What follows belongs to an exercise in optimizing a design on an open flow for small area; a production flow would make more cautious choices.
Only simulation tests tie the RTL to the original design; equivalence was not proved.
The flow treats the clock pin as an ideal source, which a real chip does not have.
No activity file was given, so power comes from the tool's default toggle rates.

==> flow/design.v <==
module exp7_test5(clk,rst_div,rst,p_1,p_2,p_3,p_4,host,jt,jf,en1,en2,en3,P_LED,ds,a,b,c,d,e,f,g,h,sound,row,col,out_1hz,out_10hz,out_100hz,out_1khz);
input clk,rst_div;
input rst,p_1,p_2,p_3,p_4,host,jt,jf;
output en1,en2,en3;
output [3:0]P_LED;
output [7:0]ds;
output a,b,c,d,e,f,g;
output h;
output sound;
output [15:0] row;
output [3:0] col;
output out_1hz,out_10hz,out_100hz,out_1khz;
localparam [14:0] LF_START = 15'h537a;
localparam [14:0] LF_TERM = 15'h7dd5;
localparam [14:0] LF_MASK = 15'h557f;
reg [14:0] lf;
wire term = ((lf & LF_MASK) == (LF_TERM & LF_MASK));
always @(posedge clk)
	if (!rst_div || term) lf <= LF_START;
	else lf <= {~lf[13:0], lf[14] ^ lf[13]};
reg khz, h100, h10, h1;
reg [2:0] ca, cb, cc;
function [2:0] tg5;
	input [2:0] x;
	tg5 = {x[2] | (x[1] & x[0]), x[0], ~x[2]};
endfunction
wire ea = term & khz;
wire eh100 = ea & ca[2];
wire eb = eh100 & h100;
wire eh10 = eb & cb[2];
wire ec = eh10 & h10;
wire eh1 = ec & cc[2];
always @(posedge clk)
	if (!rst_div) begin
		khz <= 1'b0; h100 <= 1'b0; h10 <= 1'b0; h1 <= 1'b0;
		ca <= 3'd0; cb <= 3'd0; cc <= 3'd0;
	end else begin
		khz <= khz ^ term;
		ca <= ca ^ (tg5(ca) & {3{ea}});
		h100 <= h100 ^ eh100;
		cb <= cb ^ (tg5(cb) & {3{eb}});
		h10 <= h10 ^ eh10;
		cc <= cc ^ (tg5(cc) & {3{ec}});
		h1 <= h1 ^ eh1;
	end
wire tick = rst_div & term & ~khz;
assign out_1khz = khz;
assign out_100hz = h100;
assign out_10hz = h10;
assign out_1hz = h1;
reg [1:0] st;
reg [2:0] P;
reg [3:0] s1, s2, s3, s4;
assign en1 = st[0];
assign en2 = st[1];
assign en3 = ~(st[0] | st[1]);
wire anyp = ~(p_1 & p_2 & p_3 & p_4);
wire t1 = P[0] & ~P[1];
wire t2 = P[1] & ~P[0];
wire t3 = P[1] & P[0];
wire t4 = P[2];
assign P_LED = {~t1, ~t2, ~t3, ~t4};
assign sound = anyp & khz;
wire up = ~jt;
wire go1 = tick & st[0] & anyp;
wire go2 = tick & st[1] & ~(jt & jf);
wire go3 = tick & en3 & ~host;
wire [3:0] ss = ({4{t1}} & s1) | ({4{t2}} & s2) | ({4{t3}} & s3) | ({4{t4}} & s4);
wire [3:0] tg;
assign tg[0] = up | (|ss);
assign tg[1] = up ? ss[0] : (~ss[0] & (|ss[3:1]));
assign tg[2] = up ? (&ss[1:0]) : (~|ss[1:0] & (|ss[3:2]));
assign tg[3] = up ? (&ss[2:0]) : (~|ss[2:0] & ss[3]);
wire [3:0] tm = go2 ? tg : 4'd0;
wire o1 = ~p_1 & p_2 & p_3 & p_4;
wire o2 = p_1 & ~p_2 & p_3 & p_4;
wire o3 = p_1 & p_2 & ~p_3 & p_4;
wire o4 = p_1 & p_2 & p_3 & ~p_4;
wire [2:0] Pn = {o4, o2 | o3, o1 | o3};
always @(posedge clk or negedge rst)
	if (!rst) begin
		st <= 2'b00; P <= 3'd0;
		s1 <= 4'd0; s2 <= 4'd0; s3 <= 4'd0; s4 <= 4'd0;
	end else begin
		st <= {go1 | (st[1] & ~go2), go3 | (st[0] & ~go1)};
		P <= go1 ? Pn : go3 ? 3'd0 : P;
		s1 <= s1 ^ (tm & {4{t1}});
		s2 <= s2 ^ (tm & {4{t2}});
		s3 <= s3 ^ (tm & {4{t3}});
		s4 <= s4 ^ (tm & {4{t4}});
	end
reg [2:0] w, wp;
reg [3:0] colr;
assign col = colr;
always @(posedge clk)
	if (!rst_div) begin
		w <= 3'd0; wp <= 3'd0; colr <= 4'd0;
	end else begin
		if (tick) begin
			wp <= w;
			w <= (&s1) ? 3'd1 : (&s2) ? 3'd2 : (&s3) ? 3'd3 : (&s4) ? 3'd4 : 3'd0;
		end
		colr <= colr ^ ({&colr[2:0], &colr[1:0], colr[0], 1'b1} & {4{tick}});
	end
wire W1 = wp[0] & ~wp[1];
wire W2 = wp[1] & ~wp[0];
wire W3 = wp[1] & wp[0];
wire W4 = wp[2];
wire [15:0] cpd;  
genvar gk;
generate for (gk = 0; gk < 16; gk = gk + 1) begin : g_cpd
	assign cpd[gk] = (colr == ((gk + 1) % 16));
end endgenerate
wire pF  = (W1 & cpd[7]) | ((W2 | W3) & cpd[10]) | (W4 & (cpd[3] | cpd[11]));
wire pP2 = (W2 & cpd[4]) | (W3 & cpd[3]);
wire pP3 = W3 & cpd[6];
wire pP4a = W4 & (cpd[4] | cpd[5] | cpd[6]);
wire pP4b = W4 & cpd[7];
wire pP4c = W4 & (cpd[8] | cpd[9] | cpd[10]);
wire [5:0] rc;  
assign rc[5] = pF | pP4a | pP4b | pP4c;
assign rc[4] = pF | pP4b;
assign rc[3] = pF | pP2 | pP4b;
assign rc[2] = pF | pP2 | pP3 | pP4b;
assign rc[1] = pF | pP2 | pP3 | pP4a | pP4b;
assign rc[0] = pF | pP2 | pP3;
assign row = {rc[5], rc[4], rc[3], rc[3], rc[2], rc[1], rc[0], rc[0],
              rc[0], rc[0], rc[1], rc[2], rc[3], rc[3], rc[4], rc[5]};
generate for (gk = 0; gk < 8; gk = gk + 1) begin : g_ds
	assign ds[7 - gk] = (colr[2:0] != gk);
end endgenerate
reg [3:0] sc;
always @(*)
	case (colr[2:1])
		2'd0: sc = s4;
		2'd1: sc = s3;
		2'd2: sc = s2;
		default: sc = s1;
	endcase
reg [6:0] seg;
always @(*)
	case ({colr[0], sc})
		5'd0: seg = 7'b1111110;
		5'd1: seg = 7'b0110000;
		5'd2: seg = 7'b1101101;
		5'd3: seg = 7'b1111001;
		5'd4: seg = 7'b0110011;
		5'd5: seg = 7'b1011011;
		5'd6: seg = 7'b1011111;
		5'd7: seg = 7'b1110000;
		5'd8: seg = 7'b1111111;
		5'd9: seg = 7'b1111011;
		5'd10: seg = 7'b1111110;
		5'd11: seg = 7'b0110000;
		5'd12: seg = 7'b1101101;
		5'd13: seg = 7'b1111001;
		5'd14: seg = 7'b0110011;
		5'd15: seg = 7'b1011011;
		5'd16: seg = 7'b1111110;
		5'd17: seg = 7'b1111110;
		5'd18: seg = 7'b1111110;
		5'd19: seg = 7'b1111110;
		5'd20: seg = 7'b1111110;
		5'd21: seg = 7'b1111110;
		5'd22: seg = 7'b1111110;
		5'd23: seg = 7'b1111110;
		5'd24: seg = 7'b1111110;
		5'd25: seg = 7'b1111110;
		5'd26: seg = 7'b0110000;
		5'd27: seg = 7'b0110000;
		5'd28: seg = 7'b0110000;
		5'd29: seg = 7'b0110000;
		5'd30: seg = 7'b0110000;
		5'd31: seg = 7'b0110000;
		default: seg = 7'b0000000;
	endcase
assign {a,b,c,d,e,f,g} = seg;
assign h = 1'b0;
endmodule
==> flow/flow/run.sh <==
#!/bin/bash
# Standard ORFS layout with three changes:
#  - synthesis: same script, but no half/full-adder extraction and an area-oriented
#    ABC script (flow/abc_area_deep.script); registers are mapped exactly as standard;
#  - port buffers use the smallest buffer, sky130_fd_sc_hd__buf_1;
#  - a small two-level clock tree built by flow/clock_tree.tcl in place of TritonCTS's.
set -euo pipefail
W=$(pwd)
S=$W/scripts_synth
mkdir -p "$S"
for f in "$FLOW_HOME"/scripts/*; do ln -sf "$f" "$S/$(basename "$f")"; done
rm -f "$S/synth.tcl" "$S/abc_speed.script"
sed 's/^  \[env_var_exists_and_non_empty ADDER_MAP_FILE\] &&$/  0 \&\&/' "$FLOW_HOME/scripts/synth.tcl" > "$S/synth.tcl"
grep -q '^  0 &&$' "$S/synth.tcl"
cp "$W/flow/abc_area_deep.script" "$S/abc_speed.script"

SCRIPTS_DIR=$S bash standard.sh synth > synth.log 2>&1

export BUFFER_PORTS_ARGS="-buffer_cell sky130_fd_sc_hd__buf_1"
# clock tree: flow/clock_tree.tcl builds it before CTS (root clkbuf_2, 4 clkbuf_8 leaves),
# so TritonCTS finds the clock port driving a single buffer and leaves it alone
export PRE_CTS_TCL=$W/flow/clock_tree.tcl
export CLK_LEAVES=4
export CLK_LEAF_CELL=sky130_fd_sc_hd__clkbuf_8
export CLK_ROOT_CELL=sky130_fd_sc_hd__clkbuf_2
export CTS_ARGS="-clk_nets clk -dont_use_dummy_load"
bash standard.sh > layout.log 2>&1
==> flow/flow/abc_area_deep.script <==
strash
&get -n
&deepsyn -T 20
&put
dch -f
map -a
strash
dch -f
amap -F 5 -A 5
strash
dch -f
amap -F 5 -A 5
topo
==> flow/flow/clock_tree.tcl <==
# Hand-built two-level clock tree, run before CTS: clk -> one root buffer -> CLK_LEAVES
# leaf buffers, each driving one cluster of flip-flops (k-means on their placed locations).
set block [ord::get_db_block]
set db [ord::get_db]
set clknet [$block findNet clk]
set nleaf $::env(CLK_LEAVES)
set leafm [$db findMaster $::env(CLK_LEAF_CELL)]
set rootm [$db findMaster $::env(CLK_ROOT_CELL)]
set sinks {}
foreach it [$clknet getITerms] {
  set bb [[$it getInst] getBBox]
  lappend sinks [list $it [expr {([$bb xMin] + [$bb xMax]) / 2.0}] [expr {([$bb yMin] + [$bb yMax]) / 2.0}]]
}
set n [llength $sinks]
# k-means, seeded with sinks spread along the sorted x order
set sorted [lsort -real -index 1 $sinks]
set cx {}; set cy {}
for {set k 0} {$k < $nleaf} {incr k} {
  set s [lindex $sorted [expr {int(($k + 0.5) * $n / $nleaf)}]]
  lappend cx [lindex $s 1]; lappend cy [lindex $s 2]
}
for {set iter 0} {$iter < 50} {incr iter} {
  set asg {}
  foreach s $sinks {
    set best 0; set bd 1e30
    for {set k 0} {$k < $nleaf} {incr k} {
      set d [expr {abs([lindex $s 1] - [lindex $cx $k]) + abs([lindex $s 2] - [lindex $cy $k])}]
      if {$d < $bd} { set bd $d; set best $k }
    }
    lappend asg $best
  }
  set nx {}; set ny {}
  for {set k 0} {$k < $nleaf} {incr k} {
    set sx 0; set sy 0; set c 0
    foreach s $sinks a $asg { if {$a == $k} { set sx [expr {$sx + [lindex $s 1]}]; set sy [expr {$sy + [lindex $s 2]}]; incr c } }
    if {$c > 0} { lappend nx [expr {$sx / $c}]; lappend ny [expr {$sy / $c}] } else { lappend nx [lindex $cx $k]; lappend ny [lindex $cy $k] }
  }
  set cx $nx; set cy $ny
}
set root [odb::dbInst_create $block $rootm clkroot]
set rootnet [odb::dbNet_create $block clknet_root]
$rootnet setSigType CLOCK
set rx 0; set ry 0
for {set k 0} {$k < $nleaf} {incr k} { set rx [expr {$rx + [lindex $cx $k]}]; set ry [expr {$ry + [lindex $cy $k]}] }
$root setLocation [expr {int($rx / $nleaf)}] [expr {int($ry / $nleaf)}]
$root setPlacementStatus PLACED
foreach s $sinks { [lindex $s 0] disconnect }
[$root findITerm A] connect $clknet
[$root findITerm X] connect $rootnet
for {set k 0} {$k < $nleaf} {incr k} {
  set leaf [odb::dbInst_create $block $leafm clkleaf_$k]
  set net [odb::dbNet_create $block clknet_leaf_$k]
  $net setSigType CLOCK
  [$leaf findITerm A] connect $rootnet
  [$leaf findITerm X] connect $net
  $leaf setLocation [expr {int([lindex $cx $k])}] [expr {int([lindex $cy $k])}]
  $leaf setPlacementStatus PLACED
  set c 0
  foreach s $sinks a $asg { if {$a == $k} { [lindex $s 0] connect $net; incr c } }
  puts "clock_tree: leaf $k drives $c sinks"
}
set_propagated_clock [all_clocks]
==> flow/standard.sh <==
#!/bin/bash
# synth_recipe.tcl (not shown) runs the flow's synth.tcl, then flattens the netlist and writes it again
# the make line also repeats each setting of config.mk as NAME=value (left out here)
make -C /OpenROAD-flow-scripts/flow DESIGN_CONFIG=/design/flow/config.mk WORK_HOME=/design/flow/orfs CLKGATE_MAP_FILE= SYNTH_SCRIPT=/design/flow/synth_recipe.tcl "${@:-finish}"
==> flow/config.mk <==
export PLATFORM = sky130hd
export DESIGN_NAME = exp7_test5
export DESIGN_NICKNAME = exp7_test5
export VERILOG_FILES = /design/flow/design.v
export SDC_FILE = /design/flow/constraint.sdc
export NUM_CORES = 4
export LEC_CHECK = 0
export CAP_MARGIN = 20
export CORE_MARGIN = 2
export CORE_UTILIZATION = 40
export SLEW_MARGIN = 20
==> flow/constraint.sdc <==
create_clock -name core_clock -period 20.0 [get_ports {clk}]
set_input_delay 4.0000 -clock core_clock [delete_from_list [all_inputs] [get_ports {clk}]]
set_output_delay 4.0000 -clock core_clock [all_outputs]
set_load 0.01 [all_outputs]
==> results.cfg, run 1 <==
[floorplan]
fp.dieArea_mm2 = 0.007309
coreArea_mm2 = 0.006386
start_util_pct = 41.59
die_height_um = 85.49
rows = 29
num_io_pins = 58
die_x_um = 85.49

[power_and_ir_drop]
seq_power_share_pct = 67.3
powerDensity_mw_per_mm2 = 60.69
p_int_w = 0.0001403
switching_power_w = 0.00003863
p_leak_nw = 1.069
ir_drop_mv = 0.04568
pwr-share-comb_pct = 2.9
p_sw_share_pct = 21.59
p_clk_share_pct = 29.8

[cts]
clock_latency_ns = 0.41
cts_resized = 0
path_clk_slew_ns = 0.11
post_cts_buffers = 0
hold_buffers = 0

[global_route]
grt_pass1_wl_mm = 9.942
grt-ovfl-total = 0
grt_max_degree = 22
grt_pass1_vias = 2248
grt.total_usage_pct = 15.88
grt_antenna_before_repair = 0

[worst_setup_path]
r2r_slack_ns = 17.15
end_kind = output port
crit_required_ns = 16.00
worst_r2r_startpoint = lf[5]
crit_fanout = 3
crit_type = primary input to output port
cp-start-kind = primary input
critical_path_arrival_ns = 4.64
reg2regPathDepth = 12
regToRegEndpoint = s4[3]

[yosys]
synth_fa_ha_area_share_pct = 0
yosysSeqAreaShare_pct = 48.42
synth_cell_types = 38
synth-simple-area-share_pct = 20.68
syn_inst = 336
syn-num-nets = 346
synth_top_family_by_area = compound AO/OA/AOI/OAI gates
synthesis.area_mm2 = 0.002656
synthMuxAreaShare_pct = 0
ys_seq_elements = 59
synth-compound-area-share_pct = 21.15
yosys_warnings = 1
avgSynthCellArea_um2 = 7.906
synthXorXnorAreaFrac_pct = 0

[sta]
hold_viol = 0
setup_violations = 0
fin_tns_setup_ns = 0
tightest_slew_ns = 0.7689
fmax_mhz = 115.7
rsz0062_at_grt = false
finalCriticalPeriod_ns = 8.643
relSlewSlack_pct = 48.07
fin_crit_sh_pct = 43.22
final_max_slew_viol_count = 0
fin_skew_ns = 0.03358

[final_layout]
mostFrequentLayoutCells = nor2_1, buf_1, clkinv_1, dfxtp_1, nand2_1
nNetsFinal = 399
drive_gt1_share_pct = 1.550
final_area_mm2 = 0.002948
synthToLayoutAreaGrowth_pct = 10.98
n_antenna_cell = 0
layout_commonest_cell = nor2_1

[detailed_routing]
drc = 0
first_pass_iters = 4
drt_iter0_drc = 137
drtAntennaViolNets = 0
via_per_inst = 5.300
avgRoutedWirePerCell_um = 12.70
vias = 2459
routed_wl_mm = 5.894

[flow_run]
drv_cap = 0

[hold_path]
hold_depth = 1
min_from = lf[9]
hp-class = flop to flop
hold-path-endpoint = lf[10]

[placed_design]
gp_congestion = 0.9069
place_area_mm2 = 0.002888
portBuffers = 56
dp_hpwl_mm = 4.379

[outcome]
status = complete, no violations
power by group through the flow:
stage / Sequential (W) / Clock [W] / Combinational [W]
after floorplan: 0.000123 / 0 / 0.00000258
after global placement: 0.000123 / 0 / 0.00000516
after detailed placement: 0.000123 / 0 / 0.00000529
after CTS: 0.000120 / 0.0000561 / 0.00000528
after global routing: 0.000121 / 0.0000605 / 0.00000606
final: 0.000120 / 0.0000534 / 0.00000516
kinds of logic after synthesis:
family,count (synthesis)
and+or+nand+nor,132
AOI/OAI and AO/OA,87
DFF,59
buffers and inverters,57
other,1
metal layers:
metal / vias to the layer above / track usage, % / wire length (um)
met5: - / 0 / 0
met4: 0 / 4.618 / 147
li1: 1248 / - / -
met1: 1110 / 22.52 / 2810
met2: 85 / 26.21 / 2577
met3: 16 / 1.155 / 359
cell type report:
type	count	area [um2]
tap	77	96.34
timing repair buffer	57	217.7
fill	659	3438
inverter	46	172.7
multi-input combinational	220	1115
sequential	59	1286
buffer	5	60.06
sequential cells by signal (all words and copies together), names as in the netlist, 2 cells and up:
| register | cells |
|---|---|
| lf | 15 |
| colr | 4 |
| s1 | 4 |
| s2 | 4 |
| s3 | 4 |
| s4 | 4 |
| P | 3 |
| ca | 3 |
| cb | 3 |
| cc | 3 |
| w | 3 |
| wp | 3 |
| st | 2 |
critical path: stages:
cell and delay [ns]:
buf_1 0.14, nand3_1 0.12, nor2_1 0.19, nor2_1 0.06, buf_1 0.12
stage by stage:
step / setup WS (ns) / hold slack, ns / util [%] / total power, W / std cells
finish: 11.36 / 0.3526 / 46.16 / 0.0001789 / 464
global route: 11.29 / 0.3662 / 46.16 / 0.0001872 / 464
CTS: 11.36 / 0.3540 / 46.16 / 0.0001818 / 464
detailed placement: 11.35 / 0.3475 / 45.22 / 0.0001282 / 459
global placement: 11.39 / 0.3446 / 45.22 / 0.0001281 / 459
floorplan: 11.71 / 0.3434 / - / 0.0001254 / 336
Yosys cell counts:
| master | number | share of area [%] |
|---|---|---|
| a22oi_1 | 1 | 0.28 |
| a221o_1 | 1 | 0.38 |
| a32oi_1 | 1 | 0.33 |
| a221oi_1 | 2 | 0.66 |
| nor3_1 | 6 | 1.1 |
| o221ai_1 | 1 | 0.33 |
| dfrtp_1 | 21 | 20 |
| and2_0 | 1 | 0.24 |
| a22o_1 | 2 | 0.66 |
| o2111ai_1 | 1 | 0.33 |
| nor2_1 | 69 | 9.8 |
| a222oi_1 | 4 | 1.5 |
| nand3_1 | 5 | 0.94 |
| nor4_1 | 1 | 0.24 |
| o22ai_1 | 10 | 2.4 |
| o22a_1 | 2 | 0.66 |
| o21ai_0 | 24 | 4.5 |
| buf_4 | 11 | 3.1 |
| a311o_1 | 1 | 0.38 |
| or3_1 | 2 | 0.47 |
| conb_1 | 1 | 0.14 |
| a211oi_1 | 5 | 1.4 |
| o32a_1 | 1 | 0.38 |
| o31ai_1 | 1 | 0.28 |
| o32ai_1 | 2 | 0.66 |
| a21oi_1 | 20 | 3.8 |
| o311ai_0 | 1 | 0.33 |
| clkinv_1 | 46 | 6.5 |
| dfxtp_1 | 38 | 29 |
| nand4b_1 | 1 | 0.33 |
| and3_1 | 3 | 0.71 |
| nand4_1 | 2 | 0.47 |
| o21a_1 | 2 | 0.57 |
| o41ai_1 | 2 | 0.66 |
| nor2b_1 | 2 | 0.47 |
| a31oi_1 | 3 | 0.71 |
| or2_0 | 3 | 0.71 |
| nand2_1 | 37 | 5.2 |
worst max path at each step:
stage | start | endpoint | slack (ns) | cells after the start
3_3_place_gp | p_2 | sound | 11.39 | 5
4_1_cts | p_2 | sound | 11.36 | 5
6_report | p_2 | sound | 11.36 | 5
5_1_grt | p_2 | sound | 11.29 | 5
2_1_floorplan | p_2 | sound | 11.71 | 3
3_5_place_dp | p_2 | sound | 11.35 | 5
==> inputs of run 2 (changes only) <==
--- a/flow/flow/clock_tree.tcl
+++ b/flow/flow/clock_tree.tcl
@@ -1,4 +1,5 @@
 # Hand-built two-level clock tree, run before CTS: clk -> one root buffer -> CLK_LEAVES
-# leaf buffers, each driving one cluster of flip-flops (k-means on their placed locations).
+# leaf buffers, each driving one cluster of flip-flops (k-means on their placed locations,
+# with the clusters kept about the same size).
 set block [ord::get_db_block]
 set db [ord::get_db]
@@ -21,12 +22,31 @@
 }
 for {set iter 0} {$iter < 50} {incr iter} {
+  # balanced assignment: at most cap sinks per leaf, sinks with the most to lose choose first
+  set cap [expr {($n + $nleaf - 1) / $nleaf + 1}]
+  set order {}
+  set i 0
+  foreach s $sinks {
+    set ds {}
+    for {set k 0} {$k < $nleaf} {incr k} {
+      lappend ds [list $k [expr {abs([lindex $s 1] - [lindex $cx $k]) + abs([lindex $s 2] - [lindex $cy $k])}]]
+    }
+    set ds [lsort -real -index 1 $ds]
+    set regret [expr {[lindex $ds 1 1] - [lindex $ds 0 1]}]
+    lappend order [list $i $regret $ds]
+    incr i
+  }
+  set used {}
+  for {set k 0} {$k < $nleaf} {incr k} { lappend used 0 }
   set asg {}
-  foreach s $sinks {
-    set best 0; set bd 1e30
-    for {set k 0} {$k < $nleaf} {incr k} {
-      set d [expr {abs([lindex $s 1] - [lindex $cx $k]) + abs([lindex $s 2] - [lindex $cy $k])}]
-      if {$d < $bd} { set bd $d; set best $k }
+  foreach s $sinks { lappend asg 0 }
+  foreach o [lsort -real -decreasing -index 1 $order] {
+    foreach d [lindex $o 2] {
+      set k [lindex $d 0]
+      if {[lindex $used $k] < $cap} {
+        lset used $k [expr {[lindex $used $k] + 1}]
+        lset asg [lindex $o 0] $k
+        break
+      }
     }
-    lappend asg $best
   }
   set nx {}; set ny {}
==> run 2 against run 1 <==
Effect of this change: still clean; final cell count unchanged; clock power up 3%; combinational power about the same; critical endpoint unchanged; largest cell class unchanged; highest routed layer unchanged.
==> results.cfg, run 2 <==
[outcome]
status = complete, no violations

[cts]
path_clk_slew_ns = 0.08
clock_latency_ns = 0.41
post_cts_buffers = 0
hold_buffers = 0
cts_resized = 0

[sta]
hold_viol = 0
final_max_slew_viol_count = 0
setup_violations = 0
fin_skew_ns = 0.02364
rsz0062_at_grt = false
tightest_slew_ns = 0.7732
relSlewSlack_pct = 47.78
fin_crit_sh_pct = 43.20
fmax_mhz = 115.7
finalCriticalPeriod_ns = 8.640
fin_ws_ns = 11.36
fin_tns_setup_ns = 0

[global_route]
grt_pass1_vias = 2253
grt.total_usage_pct = 16.05
grt_pass1_wl_mm = 10.01
grt_max_degree = 22
grt-ovfl-total = 0
grt_antenna_before_repair = 0

[detailed_routing]
drc = 0
via_per_inst = 5.297
drt_iter0_drc = 157
avgRoutedWirePerCell_um = 12.94
routed_wl_mm = 6.005
drtAntennaViolNets = 0
first_pass_iters = 5
vias = 2458

[yosys]
synthXorXnorAreaFrac_pct = 0
ys_seq_elements = 59
yosys_warnings = 1
synth_cell_types = 38
synth_top_family_by_area = compound AO/OA/AOI/OAI gates
synth_area_leaders = dfxtp_1, dfrtp_1, nor2_1, clkinv_1, nand2_1
syn-num-nets = 346
synth-edff-count = 0
synth-compound-area-share_pct = 21.15
async_reset_ff_share_pct = 35.59
synth-simple-area-share_pct = 20.68
synthMuxAreaShare_pct = 0
yosysMostFrequentCell = nor2_1
yosysSeqAreaShare_pct = 48.42
synth_ff_type = dfxtp_1
yosys-top-cells-count = nor2_1, clkinv_1, dfxtp_1
synthesis.area_mm2 = 0.002656
avgSynthCellArea_um2 = 7.906
synth_fa_ha_area_share_pct = 0
synth_top_area_share_pct = 28.64
synth_top_area_cell = dfxtp_1
syn_inst = 336

[worst_setup_path]
critical_path_arrival_ns = 4.64
reg2regPathDepth = 12
crit_path_max_incr_delay_ns = 0.19
cp-endpoint = sound
crit_type = primary input to output port
critPathLaunch = p_2
r2r_slack_ns = 17.18
path_cells = buf_1, nand3_1, nor2_1, nor2_1, buf_1
critPathSlowestCell = nor2_1
end_kind = output port
crit_required_ns = 16.00
cp-start-kind = primary input
regToRegEndpoint = s3[1]
crit_fanout = 3
worst_r2r_startpoint = lf[5]

[final_layout]
largest_reg_flops = 15
nNetsFinal = 399
drive_gt1_share_pct = 1.550
n_antenna_cell = 0
synthToLayoutAreaGrowth_pct = 10.98
mostFrequentLayoutCells = nor2_1, buf_1, clkinv_1, dfxtp_1, nand2_1
layout_commonest_cell = nor2_1
fill_cells = 661
max_flop_register = lf

[power_and_ir_drop]
p_leak_nw = 1.069
ir_drop_mv = 0.03833
powerDensity_mw_per_mm2 = 61.32

[floorplan]
num_io_pins = 58
start_util_pct = 41.59
fp.dieArea_mm2 = 0.007309
rows = 29
coreArea_mm2 = 0.006386
die_x_um = 85.49
die_height_um = 85.49

[hold_path]
hp-class = flop to flop

[placed_design]
gp_congestion = 0.9069
place_ws_ns = 11.35
dp_hpwl_mm = 4.379
portBuffers = 56

[flow_run]
drv_cap = 0
run 2: cell type report:
| cell class | count | area (um2) | share of cell area, % |
|---|---|---|---|
| flip-flops and latches | 59 | 1286 | 43.63 |
| multi-input cells | 220 | 1115 | 37.82 |
| repair buffers | 57 | 217.7 | 7.385 |
| inverters | 46 | 172.7 | 5.857 |
| well taps | 77 | 96.34 | 3.268 |
| plain buffers | 5 | 60.06 | 2.037 |
run 2: stage by stage:
stage               instances  utilization, %  total power, W  hold WS, ns  instance area (um2)
global route              464           46.16       0.0001878       0.3734                 2948
CTS                       464           46.16       0.0001829       0.3690                 2948
finish                    464           46.16       0.0001808       0.3663                 2948
global placement          459           45.22       0.0001281       0.3446                 2888
detailed placement        459           45.22       0.0001282       0.3475                 2888
floorplan                 336               -       0.0001254       0.3434                 2656
run 2: routing by layer:
layer  vias to the layer above  wire (um)  global-route usage (%)
met3                        19        367                   1.347
met4                         0        183                   5.483
met5                         -          0                       0
met1                      1106       2864                   22.22
li1                       1248          -                       -
met2                        85       2589                   26.56
run 2: worst min path at each step:
stage	start	to	slack, ns	depth (start not counted)
after floorplan	lf[11]	lf[12]	0.34	1
after global placement	lf[7]	lf[8]	0.34	1
after detailed placement	lf[7]	lf[8]	0.35	1
after CTS	lf[7]	lf[8]	0.37	1
after global routing	lf[7]	lf[8]	0.37	1
final	lf[7]	lf[8]	0.37	1
run 2: cell families (layout without fill, tap and decap cells):
logic type	Yosys count	after routing
AND/OR/NAND/NOR	132	132
buffers and inverters	57	108
AO/OA/AOI/OAI	87	87
other	1	1
flip-flops	59	59
run 2: worst max-delay path, delay by kind of cell:
| kind | cells | cell delay (ns) |
|---|---|---|
| AND/OR/NAND/NOR | 3 | 0.37 |
| buffers and inverters | 2 | 0.26 |
run 2: power breakdown:
| part | internal, W | switching, W |
|---|---|---|
| Sequential | 0.000120 | 0.000000741 |
| Clock | 0.0000193 | 0.0000360 |
| Combinational | 0.00000139 | 0.00000378 |

==> port drivers added, routing unchanged <==
The results above use ideal ports. As a check the final layouts listed here were re-extracted and re-timed, cells and wires unchanged.
Step 1 (the two cells are an assumption about what drives the block):
set clk [get_ports {clk}]
set_driving_cell -lib_cell sky130_fd_sc_hd__clkbuf_16 $clk
set_driving_cell -lib_cell sky130_fd_sc_hd__buf_2 [delete_from_list [all_inputs] $clk]
Step 2 moves the port delays by t, midway between the first and last clock arrival at a register: inputs arrive t later, outputs are due t later. That takes back most of the time a late clock gives input paths.
Slacks: ideal / step 1 / step 2; pairs: ideal / step 1.
run | t (ns) | setup WS [ns] | cell pins on the clock port's net
run 1 | 0.416 | 11.357 / 11.335 / 11.335 | 1
run 2 | 0.426 | 11.360 / 11.338 / 11.338 | 1
After both steps setup and hold are still met in every run listed.
